This design comes from an exercise in tuning for small area on the open sky130 flow, not from production work.
Only simulation tests tie the RTL to the original design; equivalence was not proved.

==> zinc: inputs <==
Design mac_addr, start of the top module:
module mac_addr#(
    parameter OLD_TIME = 16'd1500,
    parameter AW = 4, 
    parameter TABLE_END = 10'd1 << AW 
)
(
    input wire sys_clk,
    input wire sys_rst_n,
    input wire mac_addr_en,
    input wire [47:0] D_mac,
    input wire [47:0] S_mac,
    input wire [2:0] S_port_num,
    output wire [2:0] D_port_num,
    output wire D_port_num_en,
    output wire flooding
);
==> module mac_table_ram, before the edit <==
module mac_table_ram (
    input  wire        clk,
    input  wire        rst_n,
    input  wire [3:0]  idx,        
    input  wire [47:0] mac,        
    input  wire [2:0]  port,       
    input  wire        we,         
    input  wire        keep_v,     
    input  wire        flag_we,    
    output wire        rd_valid,   
    output wire [2:0]  rd_port,    
    input  wire        age,        
    input  wire [3:0]  age_addr
);
localparam W = 47;   
wire [43:0] key = {mac[47:8], mac[4], mac[2:0]};
wire [3:0]  ext = {mac[7], mac[6], mac[5], mac[3]};
reg  [16*W-1:0] ring;
reg  [3:0]      pos;
reg  [3:0]      ext15;
reg  [15:0]     valid;
reg  [15:0]     seen;
wire [3:0] slot = pos - idx;
wire       at_tap = (slot[1:0] == 2'd0);
wire [1:0] tap = slot[3:2];
wire [W-1:0] tap_q [0:3];
assign tap_q[0] = ring[ 0*W +: W];
assign tap_q[1] = ring[ 4*W +: W];
assign tap_q[2] = ring[ 8*W +: W];
assign tap_q[3] = ring[12*W +: W];
wire [W-1:0] cur = tap_q[tap];
wire match = (cur[43:0] == key) && (idx != 4'd15 || ext15 == ext);
wire [2:0] new_port = (keep_v && match) ? cur[46:44] : port;
wire wr = we && at_tap;
integer x;
always @(posedge clk) begin
    for (x = 0; x < 16; x = x + 1) begin
        if (x % 4 == 0 && wr && tap == x / 4)
            ring[((x + 1) % 16)*W +: W] <= {new_port, key};
        else
            ring[((x + 1) % 16)*W +: W] <= ring[x*W +: W];
    end
    if (wr && idx == 4'd15)
        ext15 <= ext;
end
always @(posedge clk or negedge rst_n) begin
    if (!rst_n)
        pos <= 4'd0;
    else
        pos <= pos + 4'd1;
end
reg [2:0] rd_port_r;
always @(*) begin
    rd_port_r = 3'd0;
    for (x = 0; x < 16; x = x + 1)
        if (slot == x)
            rd_port_r = ring[x*W + 44 +: 3];
end
assign rd_port = rd_port_r;
wire [15:0] sel  = 16'd1 << idx;
wire [15:0] asel = 16'd1 << age_addr;
always @(posedge clk or negedge rst_n) begin
    if (!rst_n) begin
        valid <= 16'd0;
        seen  <= 16'd0;
    end else begin
        for (x = 0; x < 16; x = x + 1) begin
            if (flag_we && sel[x]) begin
                valid[x] <= 1'b1;
                seen[x]  <= 1'b1;
            end else if (age && asel[x]) begin
                valid[x] <= seen[x];
                seen[x]  <= 1'b0;
            end
        end
    end
end
assign rd_valid = valid[idx];
endmodule
==> module mac_addr, before the edit <==
module mac_addr#(
    parameter OLD_TIME = 16'd1500,
    parameter AW = 4, 
    parameter TABLE_END = 10'd1 << AW 
)
(
    input wire sys_clk,
    input wire sys_rst_n,
    input wire mac_addr_en,
    input wire [47:0] D_mac,
    input wire [47:0] S_mac,
    input wire [2:0] S_port_num,
    output wire [2:0] D_port_num,
    output wire D_port_num_en,
    output wire flooding
);
localparam [3:0] IDLE = 4'd0, HASH = 4'd1, S1 = 4'd2, S2 = 4'd3, S3 = 4'd4,
                 FLOOD = 4'd5, W1 = 4'd6, W2 = 4'd7, W3 = 4'd8, W4 = 4'd9;
reg [3:0] st;
reg [3:0] st_nx;
reg       vsnap;         
reg       skip_q;        
wire bcast = &D_mac;
always @(*) begin
    case (st)
        IDLE:    st_nx = mac_addr_en ? (bcast ? FLOOD : HASH) : IDLE;
        S3:      st_nx = vsnap ? W1 : FLOOD;
        W4:      st_nx = IDLE;
        default: st_nx = st + 4'd1;
    endcase
end
always @(posedge sys_clk or negedge sys_rst_n) begin
    if (!sys_rst_n)
        st <= IDLE;
    else
        st <= st_nx;
end
assign flooding      = (st == FLOOD);
assign D_port_num_en = (st == S3) && vsnap;
wire        dphase = (st == HASH) || (st == S1) || (st == S2) || (st == S3);
wire [3:0]  h;
crc_10 crc_10_inst(
    .data_in (dphase ? D_mac : S_mac),
    .crc_out (h)
);
wire [3:0] idx = (!dphase && bcast) ? 4'd15 : h;
reg  [1:0] sub;
reg  [9:0] grp;
wire [9:0] grp_inc = grp + 10'd1;
always @(posedge sys_clk or negedge sys_rst_n) begin
    if (!sys_rst_n) begin
        sub <= 2'd0;
        grp <= 10'd508;
    end else if (sub == 2'd2) begin
        sub <= 2'd0;
        grp <= (grp == 10'd1023) ? 10'd508 : grp_inc;
    end else
        sub <= sub + 2'd1;
end
wire age = (&grp[9:4]) && (sub == 2'd2);
wire skip_w1 = (&grp_inc[9:4]) && (sub != 2'd2) && (grp_inc[3:0] == idx);
wire skip = (st == W1) ? skip_w1 : skip_q;
wire in_w = (st == W1) || (st == W2) || (st == W3) || (st == W4);
wire rd_valid;
always @(posedge sys_clk or negedge sys_rst_n) begin
    if (!sys_rst_n) begin
        vsnap  <= 1'b0;
        skip_q <= 1'b0;
    end else begin
        if (st == S1 || st == W1)
            vsnap <= rd_valid;
        if (st == W1)
            skip_q <= skip_w1;
    end
end
mac_table_ram mac_table_ram_inst (
    .clk      (sys_clk),
    .rst_n    (sys_rst_n),
    .idx      (idx),
    .mac      (S_mac),
    .port     (S_port_num),
    .we       (in_w && !skip),
    .keep_v   ((st == W1) ? rd_valid : vsnap),
    .flag_we  ((st == W4) && !skip),
    .rd_valid (rd_valid),
    .rd_port  (D_port_num),
    .age      (age),
    .age_addr (grp[3:0])
);
endmodule
Settings: LEC_CHECK=0, CAP_MARGIN=20, CORE_MARGIN=2, CORE_UTILIZATION=50, SLEW_MARGIN=20; clock period 10.0 ns.
standard.sh (not shown) runs the stock make flow with config.mk's settings and CLKGATE_MAP_FILE= SYNTH_SCRIPT=/design/flow/synth_recipe.tcl, a recipe that flattens the netlist after the stock synthesis.
==> flow/flow/run.sh <==
#!/bin/bash
# The standard layout (standard.sh: the standard flow's synthesis and ORFS flow) with two
# changes: the port buffers are the smallest buffer (buf_1), and clock tree
# synthesis uses larger sink clusters and no dummy loads.
set -e
export BUFFER_PORTS_ARGS="-buffer_cell sky130_fd_sc_hd__buf_1"
export CTS_ARGS="-sink_clustering_enable -repair_clock_nets -sink_clustering_size 36 -sink_clustering_max_diameter 60 -buf_list sky130_fd_sc_hd__clkbuf_16 -dont_use_dummy_load"
bash standard.sh > standard.log 2>&1
==> pepper (differences from zinc) <==
==> flow/design.v (replaced) <==
module crc_10(
  input  [47:0] data_in,
  output [3:0]  crc_out);
  assign crc_out[0] =   ^(data_in & 48'h46b7d98b821f);
  assign crc_out[1] = ~(^(data_in & 48'hcbd86a9c8621));
  assign crc_out[2] =   ^(data_in & 48'h97b0d5390c42);
  assign crc_out[3] =   ^(data_in & 48'h2f61aa721884);
endmodule
module mac_table_ram (
    input  wire        clk,
    input  wire        rst_n,
    input  wire [3:0]  idx,
    input  wire [47:0] mac,        
    input  wire [2:0]  port,       
    input  wire        we,         
    input  wire        we_port,    
    output reg         rd_valid,
    output reg  [2:0]  rd_port,
    output wire        rd_match,   
    input  wire        age,        
    input  wire [3:0]  age_addr
);
wire [43:0] key = {mac[47:8], mac[4], mac[2:0]};
wire [3:0]  ext = {mac[7], mac[6], mac[5], mac[3]};
reg [43:0] tab_key  [0:15];
reg [2:0]  tab_port [0:15];
reg [3:0]  ext15;
reg [15:0] valid;
reg [15:0] seen;
wire [15:0] sel = 16'd1 << idx;
wire [15:0] asel = 16'd1 << age_addr;
integer k;
always @(posedge clk) begin
    for (k = 0; k < 16; k = k + 1) begin
        if (we && sel[k])
            tab_key[k] <= key;
        if (we && we_port && sel[k])
            tab_port[k] <= port;
    end
    if (we && sel[15])
        ext15 <= ext;
end
always @(posedge clk or negedge rst_n) begin
    if (!rst_n) begin
        valid <= 16'd0;
        seen  <= 16'd0;
    end else begin
        for (k = 0; k < 16; k = k + 1) begin
            if (we && sel[k]) begin
                valid[k] <= 1'b1;
                seen[k]  <= 1'b1;
            end else if (age && asel[k]) begin
                valid[k] <= seen[k];
                seen[k]  <= 1'b0;
            end
        end
    end
end
reg [43:0] rd_key;
always @(*) begin
    rd_valid = 1'b0;
    rd_port  = 3'd0;
    rd_key   = 44'd0;
    for (k = 0; k < 16; k = k + 1) begin
        rd_valid = rd_valid | (sel[k] & valid[k]);
        rd_port  = rd_port  | ({3{sel[k]}} & tab_port[k]);
        rd_key   = rd_key   | ({44{sel[k]}} & tab_key[k]);
    end
end
assign rd_match = (rd_key == key) && (!sel[15] || ext15 == ext);
endmodule
module mac_addr#(
    parameter OLD_TIME = 16'd1500,
    parameter AW = 4, 
    parameter TABLE_END = 10'd1 << AW 
)
(
    input wire sys_clk,
    input wire sys_rst_n,
    input wire mac_addr_en,
    input wire [47:0] D_mac,
    input wire [47:0] S_mac,
    input wire [2:0] S_port_num,
    output wire [2:0] D_port_num,
    output wire D_port_num_en,
    output wire flooding
);
localparam [3:0] IDLE = 4'd0, HASH = 4'd1, S1 = 4'd2, S2 = 4'd3, S3 = 4'd4,
                 FLOOD = 4'd5, W1 = 4'd6, W2 = 4'd7, W3 = 4'd8, W4 = 4'd9;
reg [3:0] st;
reg [3:0] st_nx;
reg       vsnap;         
wire bcast = &D_mac;
always @(*) begin
    case (st)
        IDLE:    st_nx = mac_addr_en ? (bcast ? FLOOD : HASH) : IDLE;
        S3:      st_nx = vsnap ? W1 : FLOOD;
        W4:      st_nx = IDLE;
        default: st_nx = st + 4'd1;
    endcase
end
always @(posedge sys_clk or negedge sys_rst_n) begin
    if (!sys_rst_n)
        st <= IDLE;
    else
        st <= st_nx;
end
assign flooding      = (st == FLOOD);
assign D_port_num_en = (st == S3) && vsnap;
wire        dphase = (st == HASH) || (st == S1) || (st == S2) || (st == S3);
wire [3:0]  h;
crc_10 crc_10_inst(
    .data_in (dphase ? D_mac : S_mac),
    .crc_out (h)
);
wire [3:0] idx = (!dphase && bcast) ? 4'd15 : h;
reg [1:0] sub;
reg [9:0] grp;
always @(posedge sys_clk or negedge sys_rst_n) begin
    if (!sys_rst_n) begin
        sub <= 2'd0;
        grp <= 10'd508;
    end else if (sub == 2'd2) begin
        sub <= 2'd0;
        grp <= (grp == 10'd1023) ? 10'd508 : grp + 10'd1;
    end else
        sub <= sub + 2'd1;
end
wire sweep = &grp[9:4];
wire age   = sweep && (sub == 2'd2);
wire age_soon = sweep && (sub != 2'd2) && (grp[3:0] == idx);
wire rd_valid;
wire rd_match;
always @(posedge sys_clk or negedge sys_rst_n) begin
    if (!sys_rst_n)
        vsnap <= 1'b0;
    else if (st == S1 || st == W1)
        vsnap <= rd_valid;
end
mac_table_ram mac_table_ram_inst (
    .clk      (sys_clk),
    .rst_n    (sys_rst_n),
    .idx      (idx),
    .mac      (S_mac),
    .port     (S_port_num),
    .we       ((st == W4) && !age_soon),
    .we_port  (!(vsnap && rd_match)),
    .rd_valid (rd_valid),
    .rd_port  (D_port_num),
    .rd_match (rd_match),
    .age      (age),
    .age_addr (grp[3:0])
);
endmodule
==> flow/run.sh (new file) <==
#!/bin/bash
# synth_recipe.tcl (not shown) runs the flow's synth.tcl, then flattens the netlist and writes it again
# the make line also repeats each setting of config.mk as NAME=value (left out here)
make -C /OpenROAD-flow-scripts/flow DESIGN_CONFIG=/design/flow/config.mk WORK_HOME=/design/flow/orfs CLKGATE_MAP_FILE= SYNTH_SCRIPT=/design/flow/synth_recipe.tcl finish
Settings changed: CORE_UTILIZATION 50 to 35.
removed: flow/flow/run.sh
removed: flow/standard.sh
==> qor summary <==
metric                                                                       zinc          pepper
RD Place Congestion                                                         0.932           0.897
Number of combinational gates with multiple inputs                            820            1174
Die extent in y                                                            224 um          309 um
Floorplan die area                                                    0.0502 mm^2     0.0953 mm^2
Clock tree sinks                                                              810             805
Global-route track usage on met2                                            0.310           0.364
Multiplexer area fraction after synthesis                                   0.143          0.0245
Capturing instance or port of the critical path                     D_port_num[2]   D_port_num[1]
Period utilisation layout                                                   0.914           0.887
Yosys warnings                                                                  2               4
Skew final                                                                69.4 ps         26.9 ps
Sequential share of cell area                                               0.627           0.621
Highest clock frequency the design can meet                               109 MHz         113 MHz
Worst hold start                                     mac_table_ram_inst.ring[163]          sub[1]
Result of the run                                                  finished clean  finished clean
Antenna violations before repair                                                5               3
Prevailing post-synth register cell                                       dfxtp_1        edfxtp_1
Register bit total from synthesis                                             810             805
Largest area contributor in the synthesized netlist                       dfxtp_1        edfxtp_1
Data arrival time at the worst-slack endpoint                             7140 ps         6870 ps

## static timing again, ports no longer ideal
In the flow no input, the clock included, has a driving cell. The finished layouts below were timed again as built, in two steps. Step 1 (the two cells are an assumption about what drives the block):
set clk [get_ports {sys_clk}]
set_driving_cell -lib_cell sky130_fd_sc_hd__clkbuf_16 $clk
set_driving_cell -lib_cell sky130_fd_sc_hd__buf_2 [delete_from_list [all_inputs] $clk]
Step 2 adds t to the input delays and takes it off the output delays; t is the mean of the earliest and latest rising clock arrival at the registers after step 1. Input paths then give back, and output paths get back, about the clock's delay inside the block. Three values: ideal, step 1, step 2; two values: the first two.
run | t, ns | setup slack, ns | worst setup path after step 2 | clock arrival spread, ns
zinc | 0.632 | 0.862 / 0.841 / 0.679 | input to register | 0.075 / 0.076
pepper | 0.706 | 1.128 / 1.051 / 0.737 | input to register | 0.028 / 0.029
After both steps setup and hold are still met in every run listed. For pepper, which loses most, drivers alone change the setup slack by -0.077 ns; drivers and shift together by -0.391 ns.
